Context: an optimization exercise on an open-source flow, tuned for a short achievable clock period and few clock cycles. The choices shown serve that exercise and are no tape-out recipe.
At most, simulation tests tie the RTL to the original design; equivalence was not proved.
Function not checked in runs 1 to 3: the RTL went through the layout flow alone.
No activity file was given, so power comes from the tool's default toggle rates.

### config.mk
export PLATFORM = sky130hd
export DESIGN_NAME = mips
export DESIGN_NICKNAME = mips
export VERILOG_FILES = /design/flow/design.v
export SDC_FILE = /design/flow/constraint.sdc
export NUM_CORES = 4
export LEC_CHECK = 0
export ABC_CLOCK_PERIOD_IN_PS = 2500
export CAP_MARGIN = 20
export CORE_MARGIN = 2
export CORE_UTILIZATION = 40
export SETUP_SLACK_MARGIN = 5
export SLEW_MARGIN = 20
### constraint.sdc
create_clock -name core_clock -period 10.5 [get_ports {CK}]
set_input_delay 2.1000 -clock core_clock [delete_from_list [all_inputs] [get_ports {CK}]]
set_output_delay 2.1000 -clock core_clock [all_outputs]
set_load 0.01 [all_outputs]
### design.v
module mips(CK, RESET, DONE, OUTADDR, OUTDATA, OUTVALID, IADDR, INSTR);
	input CK;
	input RESET;
	output DONE;
	output [4:0] OUTADDR;
	output [31:0] OUTDATA;
	output OUTVALID;
	output [31:0] IADDR;
	input [31:0] INSTR;
	reg [31:0] OUTDATA;
	reg DONE;
	reg [4:0] OUTADDR;
	reg OUTVALID;
	reg [31:0] regarray [1:31];
	reg [31:0] dmem [0:31];
	reg [9:0] fpc;
	reg [31:0] id_ir;
	reg [9:0] id_pc1, id_btgt;
	reg id_pred, id_valid;
	reg [31:0] ex_a, ex_b;
	reg ex_fwda, ex_fwdb;
	reg [6:0] ex_imm7;
	reg ex_add, ex_sub, ex_lt, ex_ld, ex_sw, ex_beq, ex_bne, ex_we, ex_pred, ex_offz;
	reg [4:0] ex_wdst;
	reg [9:0] ex_pc1, ex_btgt;
	reg ex_valid;
	reg [31:0] wb_val;
	reg [4:0] wb_rd;
	reg wb_we;
	assign IADDR = {20'd0, fpc, 2'b00};
	wire [5:0] f_op = INSTR[31:26];
	wire f_j = (f_op == 6'h02);
	wire f_beq = (f_op == 6'h04);
	wire f_bne = (f_op == 6'h05);
	wire f_pred = f_bne | (f_beq & INSTR[15]);
	wire [9:0] fpc1 = fpc + 10'd1;
	wire [9:0] f_btgt = fpc1 + INSTR[9:0];
	wire [5:0] d_op = id_ir[31:26];
	wire [5:0] d_fn = id_ir[5:0];
	wire [4:0] d_rs = id_ir[25:21];
	wire [4:0] d_rt = id_ir[20:16];
	wire [4:0] d_rd = id_ir[15:11];
	wire d_r = (d_op == 6'h00);
	wire d_addu = d_r & (d_fn == 6'h21);
	wire d_subu = d_r & (d_fn == 6'h23);
	wire d_sltu = d_r & (d_fn == 6'h2b);
	wire d_sys = d_r & (d_fn == 6'h0c);
	wire d_addiu = (d_op == 6'h09);
	wire d_sltiu = (d_op == 6'h0b);
	wire d_lw = (d_op == 6'h23);
	wire d_sw = (d_op == 6'h2b);
	wire d_beq = (d_op == 6'h04);
	wire d_bne = (d_op == 6'h05);
	wire d_immop = d_addiu | d_sltiu;
	wire [4:0] d_wdst = d_r ? d_rd : d_rt;
	wire d_we = (d_addu | d_subu | d_sltu | d_immop | d_lw) & (d_wdst != 5'd0);
	wire [31:0] d_imm = {{16{id_ir[15]}}, id_ir[15:0]};
	wire [31:0] d_rsv = (d_rs == 5'd0) ? 32'd0 : (wb_we && wb_rd == d_rs) ? wb_val : regarray[d_rs];
	wire [31:0] d_rtv = (d_rt == 5'd0) ? 32'd0 : (wb_we && wb_rd == d_rt) ? wb_val : regarray[d_rt];
	wire [31:0] x_a = ex_fwda ? wb_val : ex_a;
	wire [31:0] x_b = ex_fwdb ? wb_val : ex_b;
	wire [31:0] x_sum = x_a + x_b;
	wire [32:0] x_diff = {1'b0, x_a} - {1'b0, x_b};
	wire [6:0] x_ea = x_a[6:0] + ex_imm7;
	wire [4:0] x_maddr = x_ea[6:2];
	wire [31:0] x_ld = dmem[x_maddr];
	wire [31:0] x_res = ({32{ex_add}} & x_sum) | ({32{ex_sub}} & x_diff[31:0]) |
	                    {31'd0, ex_lt & x_diff[32]} | ({32{ex_ld}} & x_ld);
	wire x_eq = (x_a == x_b);
	wire x_taken = (ex_beq & x_eq) | (ex_bne & ~x_eq);
	wire x_redirect = ex_valid & (ex_beq | ex_bne) & (x_taken != ex_pred) & ~ex_offz;
	wire [9:0] x_rtgt = x_taken ? ex_btgt : ex_pc1;
	wire done_set = id_valid & d_sys & ~x_redirect;
	wire stop = DONE | done_set;
	always @ (posedge CK)
	begin
		if (RESET == 1'b1)
		begin
			fpc <= 10'd0;
			id_valid <= 1'b0;
			ex_valid <= 1'b0;
			wb_we <= 1'b0;
			DONE <= 1'b0;
			OUTVALID <= 1'b0;
		end
		else
		begin
			if (x_redirect)
				fpc <= x_rtgt;
			else if (f_j)
				fpc <= INSTR[9:0];
			else if (f_pred)
				fpc <= f_btgt;
			else
				fpc <= fpc1;
			id_valid <= ~x_redirect & ~stop;
			ex_valid <= id_valid & ~x_redirect & ~stop;
			wb_we <= ex_valid & ex_we;
			DONE <= stop;
			OUTVALID <= ex_valid & ex_sw;
		end
	end
	always @ (posedge CK)
	begin
		id_ir <= INSTR;
		id_pc1 <= fpc1;
		id_btgt <= f_btgt;
		id_pred <= f_pred;
		ex_a <= d_rsv;
		ex_b <= d_immop ? d_imm : d_rtv;
		ex_fwda <= ex_valid & ex_we & (ex_wdst == d_rs);
		ex_fwdb <= ex_valid & ex_we & (ex_wdst == d_rt) & ~d_immop;
		ex_imm7 <= id_ir[6:0];
		ex_add <= d_addu | d_addiu;
		ex_sub <= d_subu;
		ex_lt <= d_sltu | d_sltiu;
		ex_ld <= d_lw;
		ex_sw <= d_sw;
		ex_beq <= d_beq;
		ex_bne <= d_bne;
		ex_we <= d_we;
		ex_wdst <= d_wdst;
		ex_pred <= id_pred;
		ex_offz <= (id_ir[9:0] == 10'd0);
		ex_pc1 <= id_pc1;
		ex_btgt <= id_btgt;
		wb_val <= x_res;
		wb_rd <= ex_wdst;
		if (ex_valid && ex_sw && !RESET)
		begin
			dmem[x_maddr] <= x_b;
			OUTADDR <= x_maddr;
			OUTDATA <= x_b;
		end
		if (wb_we && !RESET)
			regarray[wb_rd] <= wb_val;
	end
endmodule
### run.sh
#!/bin/bash
# synth_recipe.tcl (not shown) runs the flow's synth.tcl, then flattens the netlist and writes it again
# the make line also repeats each setting of config.mk as NAME=value (left out here)
make -C /OpenROAD-flow-scripts/flow DESIGN_CONFIG=/design/flow/config.mk WORK_HOME=/design/flow/orfs CLKGATE_MAP_FILE= SYNTH_SCRIPT=/design/flow/synth_recipe.tcl finish
==> results.json, run 1 <==
{
  "detailedPlace.worstSlack_ns": 4.04,
  "synthesis.instances": 5829,
  "post_synth_num_cell_types": 86,
  "global_route.overflow_total": 0,
  "firstDrtPassIters": 6,
  "tightest_slew_ns": 1.14,
  "routed_length_on_met3_mm": 31.7,
  "power_per_cell_area_nw_per_um2": 201,
  "dieArea_um2": 247000,
  "io_pins": 105,
  "clock_tree.buffer_depth": 3,
  "outcome": "finished clean",
  "grt_antenna_before_repair": 14,
  "library_cell_with_the_largest_summed_area_after_synthesis": "sky130_fd_sc_hd__edfxtp_1",
  "number_of_hold_slack_violations_in_the_final_timing_report": 0,
  "dr_total_vias": 59200,
  "final_ws_setup_ns": 5.04,
  "static-leakage-power_uw": 0.0360,
  "portBuffers": 82,
  "area_growth_syn_to_layout_pct": 14.0,
  "clock_sinks": 2266,
  "setup_viol_count_final": 0,
  "part_of_the_yosys_area_used_for_sequential_elements_pct": 67.9,
  "fin_setup_tns_ns": 0,
  "ant_nets": 0,
  "groute.usage.overall_pct": 24.6,
  "timing.clock.skew_ns": 0.0865,
  "maxUsedRoutingLayer": "met5",
  "rsz0062_at_grt": "yes",
  "nNetsFinal": 6070,
  "yosys_warnings": 1,
  "routed_wl_mm": 308,
  "final_period_minus_worst_setup_slack_ns": 5.46,
  "timing.fmax_mhz": 183,
  "synth_commonest_cells": "2053 x sky130_fd_sc_hd__edfxtp_1, 544 x sky130_fd_sc_hd__mux4_2, 304 x sky130_fd_sc_hd__mux2i_1",
  "worst-r2r-setup-slack_ns": 5.04,
  "pin_count_of_the_biggest_net_entering_global_routing": 96,
  "floorplan.die.height_um": 497,
  "worstSetupPathType": "register to register",
  "hold-worst-slack_ns": 0.300,
  "drtIter0Drc": 8768,
  "drc": 0,
  "grt_first_pass_wirelength_mm": 434,
  "tritoncts": "built",
  "postCtsHoldBufs": 0,
  "worst_ep_required_time_ns": 11.31,
  "timing_max_transition_violations_final": 0,
  "worstPathMaxFanout": 44,
  "wl_met1_mm": 124,
  "fp-row-count": 180,
  "synthArstFlopShare_pct": 0,
  "clock-root-buffer": "sky130_fd_sc_hd__clkbuf_16",
  "start_util_pct": 40.3,
  "max-vdd-ir-drop_uv": 187,
  "drt-vias-per-instance": 6.34,
  "final_min_period_over_clock_period_pct": 52.0,
  "synth.ff_latch_count": 2266,
  "clkLatencyLatePin_ns": 0.93,
  "core_area_um2": 241000,
  "place.gp.congestion": 0.897,
  "synth.top_cells.by_area": "sky130_fd_sc_hd__edfxtp_1 63%, sky130_fd_sc_hd__mux4_2 13%, sky130_fd_sc_hd__dfxtp_1 4.4%, sky130_fd_sc_hd__mux2i_1 3.1%, sky130_fd_sc_hd__o22ai_1 1.5%",
  "h-tree-depth": 4,
  "post-synth-top-area-fraction_pct": 63.5,
  "hold_class": "register to register",
  "routedWlPerCell_um": 32.9,
  "vias_in_the_first_global_route": 58300,
  "dp_hpwl_mm": 182,
  "synth_enable_flop_cells": 2053,
  "dieWidth_um": 497,
  "cp-end-kind": "register",
  "max-slew-margin-rel_pct": 24.0,
  "drive_gt1_share_pct": 22.0,
  "clk_pin_slew_worst_paths_ns": 0.06,
  "post_synthesis_average_cell_area_um2": 16.7,
  "detailroute.wirelength.met2_mm": 141,
  "critPathArrivalTime_ns": 6.27,
  "timing.critical_path.from_type": "register",
  "synth_most_common_cell": "sky130_fd_sc_hd__edfxtp_1",
  "maxCapViolations": 0,
  "cts_made_buffers": 227,
  "syn_area_um2": 97100,
  "ys.flop_type": "sky130_fd_sc_hd__edfxtp_1"
}
-- worst paths after layout --
path                            cells past startpoint         startpoint                 end
worst max-delay path                               13    ex_fwda$_DFF_P_  wb_val[30]$_DFF_P_
worst min-delay path                                0  id_pc1[3]$_DFF_P_   ex_pc1[3]$_DFF_P_
worst max register to register                     13    ex_fwda$_DFF_P_  wb_val[30]$_DFF_P_
worst min register to register                      0  id_pc1[3]$_DFF_P_   ex_pc1[3]$_DFF_P_
-- metal layers --
metal,GRT usage (%),up-vias
met5,0,-
met4,8.61,6
met3,4.77,539
met2,37.7,3633
met1,35.0,31000
li1,-,24000
-- cells by family (layout without fill, tap and decap cells) --
family,Yosys count,after routing,share of synthesized area (%)
flops,2266,2266,67.9
compound gates,1114,1114,7.66
mux,923,923,16.6
simple gates,871,881,4.06
buf+inv,528,825,2.29
fa+ha+maj,82,82,1.08
xor+xnor,44,44,0.397
other cells,1,25,0.00386
-- cell type report --
cell class	instances	area, µm²
Clock inverter	134	1580
Antenna cell	3	7.51
Timing Repair Buffer	296	2800
Tap cell	3185	3990
Inverter	97	395
Fill cell	20500	130000
Multi-Input combinational cell	3066	29800
Sequential cell	2266	66000
Clock buffer	298	6160
-- per-stage QoR --
stage	cell area [µm²]	power, µW	util [%]	instances
4_1_cts	111000	22200	45.9	9335
5_1_grt	111000	22800	45.9	9343
6_report	111000	22200	45.9	9345
3_5_place_dp	102000	13900	42.5	8877
2_1_floorplan	97200	12500	-	5850
3_3_place_gp	102000	13900	42.4	8869
-- registers in the layout, indices dropped and copies added (netlist names), 5 cells and up --
register  cells
fpc          10
OUTDATA      32
ex_btgt      10
id_ir        32
ex_pc1       10
ex_imm7       7
OUTADDR       5
wb_val       32
ex_b         32
regarray    992
dmem       1024
id_btgt      10
wb_rd         5
ex_a         32
ex_wdst       5
id_pc1       10
-- timing repair --
item / 4_1_cts / 5_1_grt
gates resized for setup: 23 / 10
endpoints found under the setup margin: 657 / 155
gates cloned: 9 / 2
pin swaps: 15 / 5
setup buffers: 17 / 5
-- worst max-delay path, cell delays in order, from the launching register on --
cell and delay (ns):
sky130_fd_sc_hd__dfxtp_4 0.69, sky130_fd_sc_hd__mux2_2 0.44, sky130_fd_sc_hd__ha_2 0.64, sky130_fd_sc_hd__inv_1 0.15, sky130_fd_sc_hd__o22ai_1 0.34, sky130_fd_sc_hd__o21a_1 0.37
sky130_fd_sc_hd__or2_4 0.47, sky130_fd_sc_hd__buf_4 0.60, sky130_fd_sc_hd__nand2_1 0.12, sky130_fd_sc_hd__a32o_1 0.30, sky130_fd_sc_hd__a31oi_1 0.51, sky130_fd_sc_hd__o311ai_0 0.33
sky130_fd_sc_hd__buf_4 0.26, sky130_fd_sc_hd__nand3_1 0.07
-- report_power, final --
group	switching (µW)	leakage, µW	total, µW	internal (µW)
logic	2470	0.0117	3560	1090
registers	103	0.0206	10300	10200
clock network	3610	0.00379	8370	4760
-- layout by cell type, fill, tap and decap left out, drive strengths merged, types with 23 or more instances in the layout --
cell type and count:
a211oi 74, a21oi 261, a221oi 50, a311oi 27, a31oi 35, buf 213, bufinv 24, clkbuf 298
clkdlybuf4s50 82, clkinv 107, dfxtp 213, edfxtp 2053, ha 79, inv 93, mux2 74, mux2i 305
mux4 544, nand2 259, nand2b 23, nand3 54, nor2 288, nor2b 37, nor3 120, o21ai 151
o221ai 97, o22ai 229, xnor2 25
==> inputs of run 2 (changes only) <==
--- a/design.v
+++ b/design.v
@@ -126,13 +126,13 @@
 		ex_btgt <= id_btgt;
 		wb_val <= x_res;
 		wb_rd <= ex_wdst;
-		if (ex_valid && ex_sw && !RESET)
+		if (ex_valid && ex_sw)
 		begin
 			dmem[x_maddr] <= x_b;
 			OUTADDR <= x_maddr;
 			OUTDATA <= x_b;
 		end
-		if (wb_we && !RESET)
+		if (wb_we)
 			regarray[wb_rd] <= wb_val;
 	end
 endmodule
==> flow/run.sh (new file) <==
#!/bin/bash
# Standard ORFS flow, with repair aiming for a much shorter period than the
# constraint's (setup margin) so the achieved period comes out short.
set -uo pipefail
bash standard.sh SETUP_SLACK_MARGIN=${MARGIN:-7.2} finish > standard.log 2>&1
==> standard.sh (new file) <==
#!/bin/bash
# synth_recipe.tcl (not shown) runs the flow's synth.tcl, then flattens the netlist and writes it again
# the make line also repeats each setting of config.mk as NAME=value (left out here)
make -C /OpenROAD-flow-scripts/flow DESIGN_CONFIG=/design/flow/config.mk WORK_HOME=/design/flow/orfs CLKGATE_MAP_FILE= SYNTH_SCRIPT=/design/flow/synth_recipe.tcl "${@:-finish}"
--- a/config.mk
+++ b/config.mk
@@ -8,6 +8,5 @@
 export ABC_CLOCK_PERIOD_IN_PS = 2500
 export CAP_MARGIN = 20
 export CORE_MARGIN = 2
-export CORE_UTILIZATION = 40
-export SETUP_SLACK_MARGIN = 5
+export CORE_UTILIZATION = 60
 export SLEW_MARGIN = 20
removed: run.sh
==> run 2 against run 1 <==
  * Synthesized cell count increased by 6.0%
  * Critical path depth up 8
  * Die area shrank 33%
  * Final area is 12% higher
  * Area after synthesis rose by 0.57%
  * Still clean on timing, DRC and antenna
==> results.json, run 2 <==
{
  "synthArstFlopShare_pct": 0,
  "largest_register": "dmem",
  "clkLatencyLatePin_ns": 0.94,
  "number_of_hold_slack_violations_in_the_final_timing_report": 0,
  "synth_most_common_cell": "sky130_fd_sc_hd__edfxtp_1",
  "groute.usage.overall_pct": 42.6,
  "firstDrtPassIters": 14,
  "nNetsFinal": 7037,
  "tightest_slew_ns": 1.28,
  "mostFrequentLayoutCell": "sky130_fd_sc_hd__edfxtp_1",
  "vias_in_the_first_global_route": 65300,
  "fin_setup_tns_ns": 0,
  "timing_max_transition_violations_final": 0,
  "outcome": "finished clean",
  "crit_slowest_cell": "sky130_fd_sc_hd__dfxtp_4",
  "synth_commonest_cells": "2053 x sky130_fd_sc_hd__edfxtp_1, 481 x sky130_fd_sc_hd__mux4_2, 422 x sky130_fd_sc_hd__nand2_1",
  "h-tree-depth": 4,
  "post_synth_fa_ha_maj_area_fraction_pct": 1.07,
  "fp-row-count": 148,
  "drive_gt1_share_pct": 33.6,
  "start_util_pct": 60.2,
  "pin_count_of_the_biggest_net_entering_global_routing": 65,
  "timing.fmax_mhz": 247,
  "max-vdd-ir-drop_uv": 186,
  "layout_top_registers": "dmem (1024), regarray (992)",
  "synth_compound_area_share_pct": 7.55,
  "timing.critical_path.from_type": "register",
  "post_synth_and_or_nand_nor_area_fraction_pct": 5.49,
  "grt_first_pass_wirelength_mm": 494,
  "drc": 0,
  "power_per_cell_area_nw_per_um2": 199,
  "clk_pin_slew_worst_paths_ns": 0.07,
  "routed_wl_mm": 388,
  "crit_path_most_repeated_cell": "sky130_fd_sc_hd__buf_6",
  "clock-root-buffer": "sky130_fd_sc_hd__clkbuf_16",
  "place.gp.congestion": 0.897,
  "ant_nets": 0,
  "synth_xor_xnor_area_share_pct": 0.483,
  "cp-end-kind": "register",
  "worstPathMaxFanout": 5,
  "critPathArrivalTime_ns": 4.81,
  "max-slew-margin-rel_pct": 14.1,
  "setup_viol_count_final": 0,
  "timing.clock.skew_ns": 0.0885,
  "worst_ep_required_time_ns": 11.27,
  "worstSetupPathType": "register to register",
  "detailedPlace.worstSlack_ns": 4.80,
  "clock_tree.buffer_depth": 3,
  "grt_antenna_before_repair": 33,
  "final_period_minus_worst_setup_slack_ns": 4.04,
  "post_synthesis_average_cell_area_um2": 15.8,
  "tritoncts": "built",
  "timing.critical_path.slowest_cell_delay_ns": 0.36,
  "yosys_warnings": 1,
  "synth.ff_latch_count": 2266,
  "clock_sinks": 2266,
  "core_area_um2": 162000,
  "dp_hpwl_mm": 172,
  "static-leakage-power_uw": 0.0424,
  "hold-worst-slack_ns": 0.320,
  "global_route.overflow_total": 0,
  "worstPathCellList": "buf_12 > buf_6 > mux2_4 > ha_4 > nand2_4 > o311ai_4 > buf_4 > nor2_4 > xor2_4 > buf_6 > buf_6 > inv_16 > buf_4 > buf_8 > buf_16 > o21ai_1 > nor3_2 > nor2_4 > nor3_2 > a21oi_2 > o22ai_1",
  "area_growth_syn_to_layout_pct": 26.8,
  "synth.top_cells.by_area": "sky130_fd_sc_hd__edfxtp_1 63%, sky130_fd_sc_hd__mux4_2 11%, sky130_fd_sc_hd__dfxtp_1 4.4%, sky130_fd_sc_hd__mux2i_1 3.6%, sky130_fd_sc_hd__a21oi_1 1.8%",
  "drtIter0Drc": 12700,
  "synthesis.instances": 6179,
  "post-synth-top-area-fraction_pct": 63.1,
  "part_of_the_yosys_area_used_for_sequential_elements_pct": 67.5,
  "rsz0062_at_grt": "yes",
  "synth_mux_area_share_pct": 15.5,
  "library_cell_with_the_largest_summed_area_after_synthesis": "sky130_fd_sc_hd__edfxtp_1",
  "cts_made_buffers": 225,
  "ys.flop_type": "sky130_fd_sc_hd__edfxtp_1",
  "synth_enable_flop_cells": 2053,
  "routedWlPerCell_um": 41.7,
  "largest_family_of_logic_cells_by_synthesized_area": "multiplexers",
  "dieWidth_um": 407,
  "floorplan.die.height_um": 407,
  "final_ws_setup_ns": 6.46,
  "hold_class": "register to register",
  "post_synth_num_cell_types": 92,
  "syn_area_um2": 97700,
  "dieArea_um2": 166000,
  "drt-vias-per-instance": 7.45,
  "portBuffers": 82,
  "largest_reg_flops": 1024,
  "io_pins": 105,
  "final_cell_mix": "2053 x sky130_fd_sc_hd__edfxtp_1, 481 x sky130_fd_sc_hd__mux4_2, 392 x sky130_fd_sc_hd__nand2_1",
  "final_min_period_over_clock_period_pct": 38.5,
  "dr_total_vias": 69400,
  "maxCapViolations": 0
}
## run 2: changes by cell type in the layout (fill, tap and decap cells not counted), moves of 48 or more
| cell | delta |
|---|---|
| sky130_fd_sc_hd__buf_6 | +135 |
| sky130_fd_sc_hd__mux4_2 | -63 |
| sky130_fd_sc_hd__clkdlybuf4s50_1 | -56 |
| sky130_fd_sc_hd__nor2_1 | +66 |
| sky130_fd_sc_hd__o22ai_1 | -116 |
| sky130_fd_sc_hd__nand3_1 | +93 |
| sky130_fd_sc_hd__buf_4 | +152 |
| sky130_fd_sc_hd__nand2_1 | +141 |
| sky130_fd_sc_hd__ha_1 | -48 |
| sky130_fd_sc_hd__buf_16 | +115 |
| sky130_fd_sc_hd__buf_12 | +160 |
## run 2: what timing repair did
action | in CTS | in global routing
gates cloned | 140 | 32
pin swaps | 183 | 156
hold buffers | 0 | 0
gates resized for setup | 1175 | 259
endpoints found under the hold margin | 0 | 0
endpoints found under the setup margin | 1186 | 1309
buffers inserted | 362 | 164
## run 2: where the power goes
part           switching (µW)  leakage (µW)  internal, µW
Sequential                264        0.0205         10200
Clock                    3650       0.00375          4820
Combinational            3550        0.0182          2120
Total                    7460        0.0424         17200
## run 2: worst paths after layout
path	from	to	slack [ns]	depth (start not counted)
setup reg to reg	ex_fwda$_DFF_P_	wb_val[6]$_DFF_P_	6.46	21
hold reg to reg	id_pc1[2]$_DFF_P_	ex_pc1[2]$_DFF_P_	0.32	0
setup / recovery	ex_fwda$_DFF_P_	wb_val[6]$_DFF_P_	6.46	21
hold / removal	id_pc1[2]$_DFF_P_	ex_pc1[2]$_DFF_P_	0.32	0
## run 2: critical path, delay by kind of cell (launching register included)
family / cells / cell delay (ns)
buffers and inverters: 9 / 1.12
AND/OR/NAND/NOR: 5 / 0.81
AO/OA/AOI/OAI: 4 / 0.79
flip-flops: 1 / 0.36
multiplexers: 1 / 0.32
adder cells (fa/ha/maj): 1 / 0.32
XOR/XNOR: 1 / 0.19
## run 2: area by class of cell
cell class              instances  area [µm²]
diodes                         16        40.0
fillers                      8850       38400
clock inverters               138        1440
inverters                      83         507
flip-flops and latches       2266       66000
multi-input cells            3407       33500
repair inverters               20         173
clock buffers                 292        6200
repair buffers                918       13200
well taps                    2175        2720
## run 2: cell families (layout without fill, tap and decap cells)
kind of cell	Yosys count	count (layout)
XOR/XNOR	50	50
multiplexers	902	903
buffers and inverters	537	1451
AND/OR/NAND/NOR	1224	1232
AO/OA/AOI/OAI	1117	1118
other	1	38
flip-flops	2266	2266
adder cells (fa/ha/maj)	82	82
## run 2: per-layer routing
layer,global-route usage (%),part of all wire [%]
met5,0,0.058
met1,52.0,31
met3,12.6,15
met4,29.6,11
met2,65.9,44
## run 2: through the flow
step / std cells / utilization (%) / total power (µW) / area [µm²]
floorplan: 6200 / - / 12700 / 98700
global placement: 8168 / 62.7 / 13900 / 102000
detailed placement: 8170 / 62.8 / 14000 / 102000
CTS: 9102 / 74.2 / 23500 / 120000
global route: 9299 / 76.3 / 24900 / 124000
finish: 9315 / 76.3 / 24700 / 124000
==> inputs of run 3 (changes only) <==
--- a/config.mk
+++ b/config.mk
@@ -8,5 +8,5 @@
 export ABC_CLOCK_PERIOD_IN_PS = 2500
 export CAP_MARGIN = 20
 export CORE_MARGIN = 2
-export CORE_UTILIZATION = 60
+export CORE_UTILIZATION = 40
 export SLEW_MARGIN = 20
==> run 3 against run 2 <==
  * Via count shrank 2.8%
  * First-iteration DRC count down 14%
  * Critical path type unchanged
  * Highest routed layer unchanged
  * Synthesized cell count is the same
  * Final cell count increased by 10%
==> results.json, run 3 <==
{
  "rr_endpoint": "wb_val[30]$_DFF_P_",
  "hold_class": "register to register",
  "synth.top_cells.by_area": "sky130_fd_sc_hd__edfxtp_1 63%, sky130_fd_sc_hd__mux4_2 11%, sky130_fd_sc_hd__dfxtp_1 4.4%, sky130_fd_sc_hd__mux2i_1 3.6%, sky130_fd_sc_hd__a21oi_1 1.8%",
  "crit_slowest_cell": "sky130_fd_sc_hd__or4_1",
  "drtIter0Drc": 11000,
  "total_switching_power_uw": 7420,
  "syn_area_um2": 97700,
  "largest_register": "dmem",
  "share_seq_of_total_power_pct": 43.1,
  "fin_setup_tns_ns": 0,
  "worst-path-buf-inv": 4,
  "timing.rr.start": "ex_fwda$_DFF_P_",
  "post_synth_num_cell_types": 92,
  "nNetsFinal": 6977,
  "routedWlPerCell_um": 36.8,
  "portBuffers": 82,
  "clkLatencyLatePin_ns": 0.94,
  "h-tree-depth": 4,
  "max-vdd-ir-drop_uv": 168,
  "pin_count_of_the_biggest_net_entering_global_routing": 102,
  "max-slew-margin-rel_pct": 17.2,
  "clock-root-buffer": "sky130_fd_sc_hd__clkbuf_16",
  "comb_power_share_pct": 23.3,
  "synth_mux_area_share_pct": 15.5,
  "clock_sinks": 2266,
  "routed_wl_mm": 378,
  "place.gp.congestion": 0.856,
  "dr_total_vias": 67400,
  "switching_share_pct": 30.6,
  "largest_reg_flops": 1024,
  "grt_first_pass_wirelength_mm": 500,
  "largest_family_of_logic_cells_by_synthesized_area": "multiplexers",
  "dieArea_um2": 248000,
  "core_area_um2": 243000,
  "timing.critical_path.from": "ex_fwda$_DFF_P_",
  "worstSetupPathType": "register to register",
  "timing.clock.skew_ns": 0.0538,
  "synthesis.instances": 6179,
  "number_of_fill_cells": 19000,
  "maxCapViolations": 0,
  "tightest_slew_ns": 1.23,
  "power_per_cell_area_nw_per_um2": 196,
  "floorplan.die.height_um": 498,
  "synth.ff_latch_count": 2266,
  "drt-vias-per-instance": 6.56,
  "synth_commonest_cells": "2053 x sky130_fd_sc_hd__edfxtp_1, 481 x sky130_fd_sc_hd__mux4_2, 422 x sky130_fd_sc_hd__nand2_1",
  "post_synth_and_or_nand_nor_area_fraction_pct": 5.49,
  "grt_antenna_before_repair": 19,
  "top_delay_family_on_crit_path": "simple AND/OR/NAND/NOR gates",
  "final_min_period_over_clock_period_pct": 38.5,
  "mostFrequentLayoutCell": "sky130_fd_sc_hd__edfxtp_1",
  "groute.usage.overall_pct": 28.4,
  "fp-row-count": 181,
  "synth_enable_flop_cells": 2053,
  "postCtsHoldBufs": 0,
  "final_period_minus_worst_setup_slack_ns": 4.04,
  "drive_gt1_share_pct": 32.4,
  "timing_max_transition_violations_final": 0,
  "part_of_the_yosys_area_used_for_sequential_elements_pct": 67.5,
  "yosys_warnings": 1,
  "critPathArrivalTime_ns": 4.83,
  "drc": 0,
  "outcome": "finished clean",
  "final_cell_mix": "2053 x sky130_fd_sc_hd__edfxtp_1, 481 x sky130_fd_sc_hd__mux4_2, 394 x sky130_fd_sc_hd__nand2_1",
  "clock_tree.buffer_depth": 3,
  "global_route.overflow_total": 0,
  "library_cell_with_the_largest_summed_area_after_synthesis": "sky130_fd_sc_hd__edfxtp_1",
  "cp_endpoint": "wb_val[30]$_DFF_P_",
  "synth_xor_xnor_area_share_pct": 0.483,
  "cp-end-kind": "register",
  "firstDrtPassIters": 9,
  "cts_made_buffers": 222,
  "synth_compound_area_share_pct": 7.55,
  "io_pins": 105,
  "worstPathMaxFanout": 12,
  "post_synthesis_average_cell_area_um2": 15.8,
  "regArea_um2": 66000,
  "dp_hpwl_mm": 173,
  "setup_viol_count_final": 0,
  "portion_of_total_power_attributed_to_the_clock_network_pct": 33.6,
  "placed_area_um2": 103000,
  "synthArstFlopShare_pct": 0,
  "post_synth_fa_ha_maj_area_fraction_pct": 1.07,
  "static-leakage-power_uw": 0.0419,
  "vias_in_the_first_global_route": 64700,
  "rsz0062_at_grt": "yes",
  "worstPathCellList": "buf_12 > mux2_4 > ha_4 > buf_6 > nand2_4 > o311ai_4 > buf_6 > o22ai_4 > xnor2_4 > nand2_4 > buf_12 > o311ai_2 > nor2_2 > or4_1",
  "timing.critical_path.slowest_cell_delay_ns": 0.55,
  "number_of_hold_slack_violations_in_the_final_timing_report": 0,
  "worst-r2r-setup-slack_ns": 6.46,
  "area_growth_syn_to_layout_pct": 27.0,
  "post-synth-top-area-fraction_pct": 63.1,
  "reg2regPathDepth": 14,
  "clk_pin_slew_worst_paths_ns": 0.07,
  "synth_most_common_cell": "sky130_fd_sc_hd__edfxtp_1",
  "start_util_pct": 40.2,
  "worst_ep_required_time_ns": 11.28,
  "utilization_pct": 51.1,
  "ys.flop_type": "sky130_fd_sc_hd__edfxtp_1",
  "timing.fmax_mhz": 247,
  "dieWidth_um": 498,
  "tritoncts": "built",
  "multiInputGateArea_um2": 33200,
  "layout_top_registers": "dmem (1024), regarray (992)",
  "cp.depth": 14,
  "internal_power_uw": 16900,
  "ant_nets": 0,
  "finish.instance_area_um2": 124000,
  "timing.critical_path.from_type": "register"
}
==> run 3: layout make-up <==
class | count | area share [%]
antenna | 15 | 0.0303
clock buffer | 304 | 4.96
clock inverter | 115 | 0.908
inverter | 83 | 0.387
multi-input combinational | 3406 | 26.7
sequential | 2266 | 53.2
tap | 3202 | 3.23
timing repair buffer | 868 | 10.4
timing repair inverter | 14 | 0.0918
==> run 3: how the worst min path moves through the flow <==
stage,to,start,cells past startpoint
after detailed placement,ex_btgt[0]$_DFF_P_,id_btgt[0]$_DFF_P_,0
after global placement,ex_pc1[9]$_DFF_P_,id_pc1[9]$_DFF_P_,0
final,ex_pc1[5]$_DFF_P_,id_pc1[5]$_DFF_P_,0
after global routing,ex_pc1[0]$_DFF_P_,id_pc1[0]$_DFF_P_,0
after floorplan,ex_btgt[0]$_DFF_P_,id_btgt[0]$_DFF_P_,0
after CTS,ex_btgt[0]$_DFF_P_,id_btgt[0]$_DFF_P_,0
==> run 3: logic make-up (layout without fill, tap and decap cells) <==
family	after synthesis	in the layout
other cells	1	37
mux	902	903
flops	2266	2266
xor+xnor	50	50
simple gates	1224	1230
compound gates	1117	1119
buf+inv	537	1384
fa+ha+maj	82	82
==> run 3: layer usage <==
layer | GRT usage (%) | wire (µm) | part of all wire [%]
met5 | 0 | 98 | 0.026
met3 | 7.99 | 50300 | 13
met1 | 35.6 | 129000 | 34
met4 | 16.3 | 30400 | 8.0
met2 | 44.1 | 169000 | 45
==> run 3: power groups by stage <==
| stage | logic (µW) | clock network, µW | registers, µW |
|---|---|---|---|
| after detailed placement | 3370 | 0 | 10700 |
| after global routing | 5680 | 8520 | 10500 |
| after global placement | 3340 | 0 | 10600 |
| after floorplan | 2130 | 0 | 10600 |
| after CTS | 4910 | 8090 | 10400 |
| final | 5660 | 8160 | 10500 |
==> run 3: per-stage QoR <==
stage,hold slack [ns],power [µW],cells,setup WS [ns]
6_report,0.325,24300,10300,6.46
2_1_floorplan,0.310,12700,6200,6.63
4_1_cts,0.326,23400,10100,6.62
3_5_place_dp,0.312,14000,9210,4.87
3_3_place_gp,0.310,14000,9209,3.30
5_1_grt,0.331,24700,10300,6.40
==> run 3: what timing repair did <==
item / in CTS / in global routing
endpoints found under the setup margin: 1187 / 1146
resized for setup: 1123 / 259
buffers inserted: 357 / 93
gates cloned: 145 / 34
pin swaps: 155 / 125
==> inputs of run 4 (changes only) <==
--- a/design.v
+++ b/design.v
@@ -18,7 +18,6 @@
 	reg [9:0] id_pc1, id_btgt;
 	reg id_pred, id_valid;
 	reg [31:0] ex_a, ex_b;
-	reg ex_fwda, ex_fwdb;
 	reg [6:0] ex_imm7;
 	reg ex_add, ex_sub, ex_lt, ex_ld, ex_sw, ex_beq, ex_bne, ex_we, ex_pred, ex_offz;
 	reg [4:0] ex_wdst;
@@ -57,21 +56,33 @@
 	wire [31:0] d_imm = {{16{id_ir[15]}}, id_ir[15:0]};
 	wire [31:0] d_rsv = (d_rs == 5'd0) ? 32'd0 : (wb_we && wb_rd == d_rs) ? wb_val : regarray[d_rs];
 	wire [31:0] d_rtv = (d_rt == 5'd0) ? 32'd0 : (wb_we && wb_rd == d_rt) ? wb_val : regarray[d_rt];
-	wire [31:0] x_a = ex_fwda ? wb_val : ex_a;
-	wire [31:0] x_b = ex_fwdb ? wb_val : ex_b;
-	wire [31:0] x_sum = x_a + x_b;
-	wire [32:0] x_diff = {1'b0, x_a} - {1'b0, x_b};
-	wire [6:0] x_ea = x_a[6:0] + ex_imm7;
+	wire d_fwda = ex_valid & ex_we & (ex_wdst == d_rs);
+	wire d_fwdb = ex_valid & ex_we & (ex_wdst == d_rt) & ~d_immop;
+	wire [31:0] x_sum = ex_a + ex_b;
+	wire [32:0] x_diff = {1'b0, ex_a} - {1'b0, ex_b};
+	wire [6:0] x_ea = ex_a[6:0] + ex_imm7;
 	wire [4:0] x_maddr = x_ea[6:2];
 	wire [31:0] x_ld = dmem[x_maddr];
 	wire [31:0] x_res = ({32{ex_add}} & x_sum) | ({32{ex_sub}} & x_diff[31:0]) |
 	                    {31'd0, ex_lt & x_diff[32]} | ({32{ex_ld}} & x_ld);
-	wire x_eq = (x_a == x_b);
+	wire x_eq = (ex_a == ex_b);
 	wire x_taken = (ex_beq & x_eq) | (ex_bne & ~x_eq);
 	wire x_redirect = ex_valid & (ex_beq | ex_bne) & (x_taken != ex_pred) & ~ex_offz;
 	wire [9:0] x_rtgt = x_taken ? ex_btgt : ex_pc1;
 	wire done_set = id_valid & d_sys & ~x_redirect;
 	wire stop = DONE | done_set;
+	reg [9:0] f_next;
+	always @ (*)
+	begin
+		if (x_redirect)
+			f_next = x_rtgt;
+		else if (f_j)
+			f_next = INSTR[9:0];
+		else if (f_pred)
+			f_next = f_btgt;
+		else
+			f_next = fpc1;
+	end
 	always @ (posedge CK)
 	begin
 		if (RESET == 1'b1)
@@ -85,14 +96,7 @@
 		end
 		else
 		begin
-			if (x_redirect)
-				fpc <= x_rtgt;
-			else if (f_j)
-				fpc <= INSTR[9:0];
-			else if (f_pred)
-				fpc <= f_btgt;
-			else
-				fpc <= fpc1;
+			fpc <= f_next;
 			id_valid <= ~x_redirect & ~stop;
 			ex_valid <= id_valid & ~x_redirect & ~stop;
 			wb_we <= ex_valid & ex_we;
@@ -106,10 +110,8 @@
 		id_pc1 <= fpc1;
 		id_btgt <= f_btgt;
 		id_pred <= f_pred;
-		ex_a <= d_rsv;
-		ex_b <= d_immop ? d_imm : d_rtv;
-		ex_fwda <= ex_valid & ex_we & (ex_wdst == d_rs);
-		ex_fwdb <= ex_valid & ex_we & (ex_wdst == d_rt) & ~d_immop;
+		ex_a <= d_fwda ? x_res : d_rsv;
+		ex_b <= d_fwdb ? x_res : d_immop ? d_imm : d_rtv;
 		ex_imm7 <= id_ir[6:0];
 		ex_add <= d_addu | d_addiu;
 		ex_sub <= d_subu;
@@ -126,12 +128,10 @@
 		ex_btgt <= id_btgt;
 		wb_val <= x_res;
 		wb_rd <= ex_wdst;
+		OUTADDR <= x_maddr;
+		OUTDATA <= ex_b;
 		if (ex_valid && ex_sw)
-		begin
-			dmem[x_maddr] <= x_b;
-			OUTADDR <= x_maddr;
-			OUTDATA <= x_b;
-		end
+			dmem[x_maddr] <= ex_b;
 		if (wb_we)
 			regarray[wb_rd] <= wb_val;
 	end
==> flow/run.sh (replaced) <==
#!/bin/bash
# Standard ORFS flow, with repair aiming for a much shorter period than the
# constraint's (setup margin) so the achieved period comes out short.
set -uo pipefail
bash standard.sh SETUP_SLACK_MARGIN=${MARGIN:-7.4} finish > standard.log 2>&1
--- a/config.mk
+++ b/config.mk
@@ -8,5 +8,5 @@
 export ABC_CLOCK_PERIOD_IN_PS = 2500
 export CAP_MARGIN = 20
 export CORE_MARGIN = 2
-export CORE_UTILIZATION = 40
+export CORE_UTILIZATION = 70
 export SLEW_MARGIN = 20
==> run 4 against run 3 <==
  * The run now fails in 5_1_grt
  * Area after synthesis up 0.98%
  * Synthesized cell count rose by 6.2%
==> results.json, run 4 <==
{
  "synthesis.instances": 6563,
  "part_of_the_yosys_area_used_for_sequential_elements_pct": 66.4,
  "worst_endpoint": "ex_a[4]$_DFF_P_/D",
  "synth.top_cells.by_area": "sky130_fd_sc_hd__edfxtp_1 61%, sky130_fd_sc_hd__mux4_2 9.1%, sky130_fd_sc_hd__dfxtp_1 5.0%, sky130_fd_sc_hd__mux2i_1 4.2%, sky130_fd_sc_hd__o221ai_1 2.2%",
  "clock_tree.buffer_depth": 3,
  "synth.ff_latch_count": 2264,
  "post-synth-top-area-fraction_pct": 61.4,
  "synthArstFlopShare_pct": 0,
  "fp-row-count": 137,
  "floorplan.die.height_um": 379,
  "post_synth_num_cell_types": 85,
  "clock-root-buffer": "sky130_fd_sc_hd__clkbuf_16",
  "grt_antenna_before_repair": 83,
  "cts_made_buffers": 216,
  "synth_most_common_cell": "sky130_fd_sc_hd__edfxtp_1",
  "synth_commonest_cells": "2016 x sky130_fd_sc_hd__edfxtp_1, 529 x sky130_fd_sc_hd__nand2_1, 415 x sky130_fd_sc_hd__mux2i_1",
  "ys.flop_type": "sky130_fd_sc_hd__edfxtp_1",
  "clock_sinks": 2264,
  "groute.usage.overall_pct": 82.3,
  "syn_area_um2": 98600,
  "synth_enable_flop_cells": 2016,
  "error_line": "[ERROR GRT-0232] Routing congestion too high. Check the congestion heatmap in the GUI.",
  "dieWidth_um": 379,
  "outcome": "did not finish",
  "start_util_pct": 70.6,
  "h-tree-depth": 4,
  "postCtsHoldBufs": 0,
  "endpoint_type": "sequential cell input",
  "failing_step": "5_1_grt",
  "post_synthesis_average_cell_area_um2": 15.0,
  "global_route.overflow_total": 236,
  "io_pins": 105,
  "pin_count_of_the_biggest_net_entering_global_routing": 97,
  "place.gp.congestion": 0.939,
  "portBuffers": 82,
  "dp_hpwl_mm": 174,
  "library_cell_with_the_largest_summed_area_after_synthesis": "sky130_fd_sc_hd__edfxtp_1",
  "yosys_warnings": 1
}
==> run 4: logic make-up after synthesis <==
group                      after synthesis  synth area share (%)
muxes                                  825                  13.4
adders and majority gates               82                  1.06
buffers and inverters                  609                  2.59
xor gates and xnor gates                49                 0.450
and+or+nand+nor                       1252                  5.65
other                                    1               0.00380
DFF                                   2264                  66.4
AOI/OAI and AO/OA                     1481                  10.4
==> run 4: worst max-delay path by stage <==
stage                               start                 to  cells past startpoint
after detailed placement  ex_a[2]$_DFF_P_    ex_a[4]$_DFF_P_                     12
after CTS                 ex_a[1]$_DFF_P_    ex_a[4]$_DFF_P_                     13
after floorplan                  INSTR[1]  fpc[9]$_SDFF_PP0_                     10
after global placement    ex_a[2]$_DFF_P_    ex_a[4]$_DFF_P_                     12
==> run 4: routing by layer <==
layer / GRT usage, % / GRT overflow
met4: 72.7 / 92
met1: 83.3 / 28
met5: 65.4 / 6
met2: 91.9 / 76
met3: 76.4 / 34
==> run 4: timing repair <==
item                        CTS
gates cloned                 48
setup endpoints to repair  1188
pin swaps                   109
setup buffers               233
gates resized for setup     759
==> run 4: stage by stage <==
step	area, µm²	cells	setup WS (ns)	util [%]
after floorplan	99300	6584	6.53	-
after global placement	102000	8203	4.62	73.0
after detailed placement	102000	8204	4.50	73.0
after CTS	115000	8883	6.90	82.2
==> run 4: power groups by stage <==
stage | sequential, µW | clock [µW] | combinational, µW
2_1_floorplan | 10600 | 0 | 2170
3_3_place_gp | 10800 | 0 | 3250
3_5_place_dp | 10800 | 0 | 3290
4_1_cts | 10500 | 7880 | 4580
Testbench counts of run 4, summed over its fixed seeds: cycles 50,245.
==> inputs of run 5 (changes only) <==
==> flow/run.sh (replaced) <==
#!/bin/bash
# Standard ORFS flow, with repair aiming for a much shorter period than the
# constraint's (setup margin) so the achieved period comes out short.
set -uo pipefail
bash standard.sh SETUP_SLACK_MARGIN=${MARGIN:-7.2} finish > standard.log 2>&1
--- a/config.mk
+++ b/config.mk
@@ -8,5 +8,7 @@
 export ABC_CLOCK_PERIOD_IN_PS = 2500
 export CAP_MARGIN = 20
 export CORE_MARGIN = 2
-export CORE_UTILIZATION = 70
+export CORE_UTILIZATION = 45
+export CTS_CLUSTER_DIAMETER = 80
+export CTS_CLUSTER_SIZE = 20
 export SLEW_MARGIN = 20
==> run 5 against run 4 <==
  * The run now finishes clean
  * Synthesized cell count unchanged
  * Area after synthesis unchanged
==> results.json, run 5 <==
{
  "synth_most_common_cell": "sky130_fd_sc_hd__edfxtp_1",
  "synth.ff_latch_count": 2264,
  "ant_nets": 0,
  "yosys_warnings": 1,
  "synth_enable_flop_cells": 2016,
  "synthesis.instances": 6563,
  "final_period_minus_worst_setup_slack_ns": 3.54,
  "largest_register": "dmem",
  "timing_max_transition_violations_final": 0,
  "worst-path-buf-inv": 6,
  "pin_count_of_the_biggest_net_entering_global_routing": 81,
  "share_seq_of_total_power_pct": 48.2,
  "largest_family_of_logic_cells_by_synthesized_area": "multiplexers",
  "post_synth_num_cell_types": 85,
  "drc": 0,
  "core_area_um2": 218000,
  "hold_class": "register to register",
  "fin_setup_tns_ns": 0,
  "floorplan.die.height_um": 472,
  "layout_top_registers": "dmem (1024), regarray (992)",
  "routedWlPerCell_um": 35.8,
  "mostFrequentLayoutCell": "sky130_fd_sc_hd__edfxtp_1",
  "synth_commonest_cells": "2016 x sky130_fd_sc_hd__edfxtp_1, 529 x sky130_fd_sc_hd__nand2_1, 415 x sky130_fd_sc_hd__mux2i_1",
  "h-tree-depth": 4,
  "clock_sinks": 2264,
  "internal_power_uw": 14900,
  "groute.usage.overall_pct": 30.4,
  "routed_length_on_met3_mm": 40.5,
  "start_util_pct": 45.3,
  "synthArstFlopShare_pct": 0,
  "worst_ep_required_time_ns": 11.27,
  "ys.flop_type": "sky130_fd_sc_hd__edfxtp_1",
  "setup_viol_count_final": 0,
  "max-slew-margin-rel_pct": 26.0,
  "tightest_slew_ns": 1.11,
  "clk_pin_slew_worst_paths_ns": 0.09,
  "timing.critical_path.from_type": "register",
  "numPlacedInstances": 9207,
  "drive_gt1_share_pct": 25.4,
  "part_of_the_yosys_area_used_for_sequential_elements_pct": 66.4,
  "drt-vias-per-instance": 6.80,
  "total_switching_power_uw": 6700,
  "tritoncts": "built",
  "timing.critical_path.slowest_cell_delay_ns": 0.41,
  "dieArea_um2": 223000,
  "crit_slowest_cell": "sky130_fd_sc_hd__nand4_1",
  "finalNonFillerCells": 9859,
  "grt_antenna_before_repair": 19,
  "power_per_cell_area_nw_per_um2": 186,
  "place.gp.congestion": 0.877,
  "max-vdd-ir-drop_uv": 197,
  "wl_met1_mm": 131,
  "global_route.overflow_total": 0,
  "regArea_um2": 65700,
  "timing.clock.skew_ns": 0.0311,
  "grt_first_pass_wirelength_mm": 483,
  "post-synth-top-area-fraction_pct": 61.4,
  "synth_xor_xnor_area_share_pct": 0.450,
  "largest_reg_flops": 1024,
  "multiInputGateArea_um2": 34100,
  "critPathArrivalTime_ns": 4.31,
  "nNetsFinal": 7011,
  "number_of_hold_slack_violations_in_the_final_timing_report": 0,
  "post_synthesis_average_cell_area_um2": 15.0,
  "syn_area_um2": 98600,
  "drtIter0Drc": 10600,
  "cts_made_buffers": 135,
  "synth_compound_area_share_pct": 10.4,
  "fp-row-count": 171,
  "dieWidth_um": 472,
  "top_delay_family_on_crit_path": "compound AO/OA/AOI/OAI gates",
  "detailroute.wirelength.met2_mm": 165,
  "worstPathCellList": "ha_4 > buf_12 > nand4_1 > buf_6 > a21o_4 > nand2_8 > buf_12 > clkinv_16 > buf_6 > buf_8 > mux2i_1 > a221o_1 > o211ai_1 > nand4_1 > o21ai_2 > a22o_1",
  "final_cell_mix": "2016 x sky130_fd_sc_hd__edfxtp_1, 507 x sky130_fd_sc_hd__nand2_1, 409 x sky130_fd_sc_hd__mux2i_1",
  "final_min_period_over_clock_period_pct": 33.7,
  "clock_tree.buffer_depth": 3,
  "outcome": "finished clean",
  "portBuffers": 82,
  "synth.top_cells.by_area": "sky130_fd_sc_hd__edfxtp_1 61%, sky130_fd_sc_hd__mux4_2 9.1%, sky130_fd_sc_hd__dfxtp_1 5.0%, sky130_fd_sc_hd__mux2i_1 4.2%, sky130_fd_sc_hd__o221ai_1 2.2%",
  "portion_of_total_power_attributed_to_the_clock_network_pct": 26.3,
  "worstSetupPathType": "register to register",
  "maxCapViolations": 0,
  "timing.fmax_mhz": 282,
  "clkLatencyLatePin_ns": 0.83,
  "routed_wl_mm": 353,
  "number_of_fill_cells": 17300,
  "synth_mux_area_share_pct": 13.4,
  "library_cell_with_the_largest_summed_area_after_synthesis": "sky130_fd_sc_hd__edfxtp_1",
  "io_pins": 105,
  "rsz0062_at_grt": "yes",
  "switching_share_pct": 31.0,
  "maxUsedRoutingLayer": "met5",
  "static-leakage-power_uw": 0.0390,
  "worstPathMaxFanout": 6,
  "total_power_uw": 21700,
  "cp-end-kind": "register",
  "clock-root-buffer": "sky130_fd_sc_hd__clkbuf_16",
  "post_synth_fa_ha_maj_area_fraction_pct": 1.06,
  "vias_in_the_first_global_route": 63700,
  "comb_power_share_pct": 25.5,
  "area_growth_syn_to_layout_pct": 17.7,
  "firstDrtPassIters": 8,
  "post_synth_and_or_nand_nor_area_fraction_pct": 5.65,
  "dr_total_vias": 67000,
  "dp_hpwl_mm": 183
}
## run 5: layer usage
metal  vias up  global-route usage (%)
met1     34500                    40.9
met3       888                    6.20
met5         -                       0
met2      4508                    48.5
li1      27100                       -
met4        12                    12.0
## run 5: repair_timing
item,CTS,global route
resized for setup,807,276
pin swaps,131,140
hold endpoints to repair,0,0
hold buffers,0,0
setup endpoints to repair,1186,457
setup buffers,210,125
gates cloned,51,19
## run 5: worst paths after layout
| path | from | endpoint | slack [ns] | cells past startpoint |
|---|---|---|---|---|
| worst max-delay path | ex_a[2]$_DFF_P_ | ex_a[16]$_DFF_P_ | 6.96 | 16 |
| worst min-delay path | id_pc1[4]$_DFF_P_ | ex_pc1[4]$_DFF_P_ | 0.33 | 0 |
| worst max register to register | ex_a[2]$_DFF_P_ | ex_a[16]$_DFF_P_ | 6.96 | 16 |
| worst min register to register | id_pc1[4]$_DFF_P_ | ex_pc1[4]$_DFF_P_ | 0.33 | 0 |
## run 5: through the flow
step | setup slack [ns] | hold WS, ns | instance area (µm²) | utilization [%]
floorplan | 6.53 | 0.310 | 99100 | -
global placement | 4.91 | 0.310 | 103000 | 47.5
detailed placement | 4.76 | 0.312 | 103000 | 47.5
CTS | 7.02 | 0.323 | 113000 | 52.0
global route | 6.97 | 0.326 | 116000 | 53.3
finish | 6.96 | 0.326 | 116000 | 53.4
## run 5: cell families after synthesis
group | Yosys count
and+or+nand+nor | 1252
muxes | 825
DFF | 2264
xor gates and xnor gates | 49
other | 1
buffers and inverters | 609
adders and majority gates | 82
AOI/OAI and AO/OA | 1481
## run 5: final cells by class
cell class                      count  area share, %
Clock inverter                     27          0.266
Timing Repair Buffer              655           6.88
Clock buffer                      214           3.28
Sequential cell                  2264           56.6
Multi-Input combinational cell   3722           29.3
Antenna cell                        6         0.0129
Inverter                          110          0.431
Tap cell                         2854           3.08
Timing Repair inverter              7         0.0981
## run 5: power groups by stage
stage | logic (µW) | clock network (µW) | registers, µW
floorplan | 2150 | 0 | 10600
detailed placement | 3510 | 0 | 10700
global placement | 3490 | 0 | 10700
CTS | 4820 | 5720 | 10400
global route | 5660 | 6020 | 10500
finish | 5530 | 5690 | 10400

==> afterwards: timing with drivers on the ports <==
No port has a modelled driver above. Below, the same layouts with a new extraction and two added sets of constraints. Step 1, drivers: a clkbuf_16 drives CK and a buf_2 each remaining input, both assumed. Step 2 moves the port delays by t, midway between the first and last clock arrival at a register: inputs arrive t later, outputs are due t later. That takes back most of the time a late clock gives input paths. a / b / c = ideal ports / drivers / drivers and shift; a / b = the first two.
run | t (ns) | slack for setup (ns) | clock arrival spread, ns
run 1 | 0.980 | 5.037 / 5.037 / 4.166 | 0.087 / 0.088
run 2 | 0.977 | 6.457 / 6.457 / 6.043 | 0.089 / 0.088
run 3 | 0.994 | 6.455 / 6.455 / 5.953 | 0.069 / 0.069
run 5 | 0.915 | 6.959 / 6.959 / 6.219 | 0.038 / 0.038
After both steps every run listed still meets setup and hold. The setup slack of run 1, which loses most, moves by 0.000 ns with the drivers and by -0.871 ns with both steps.
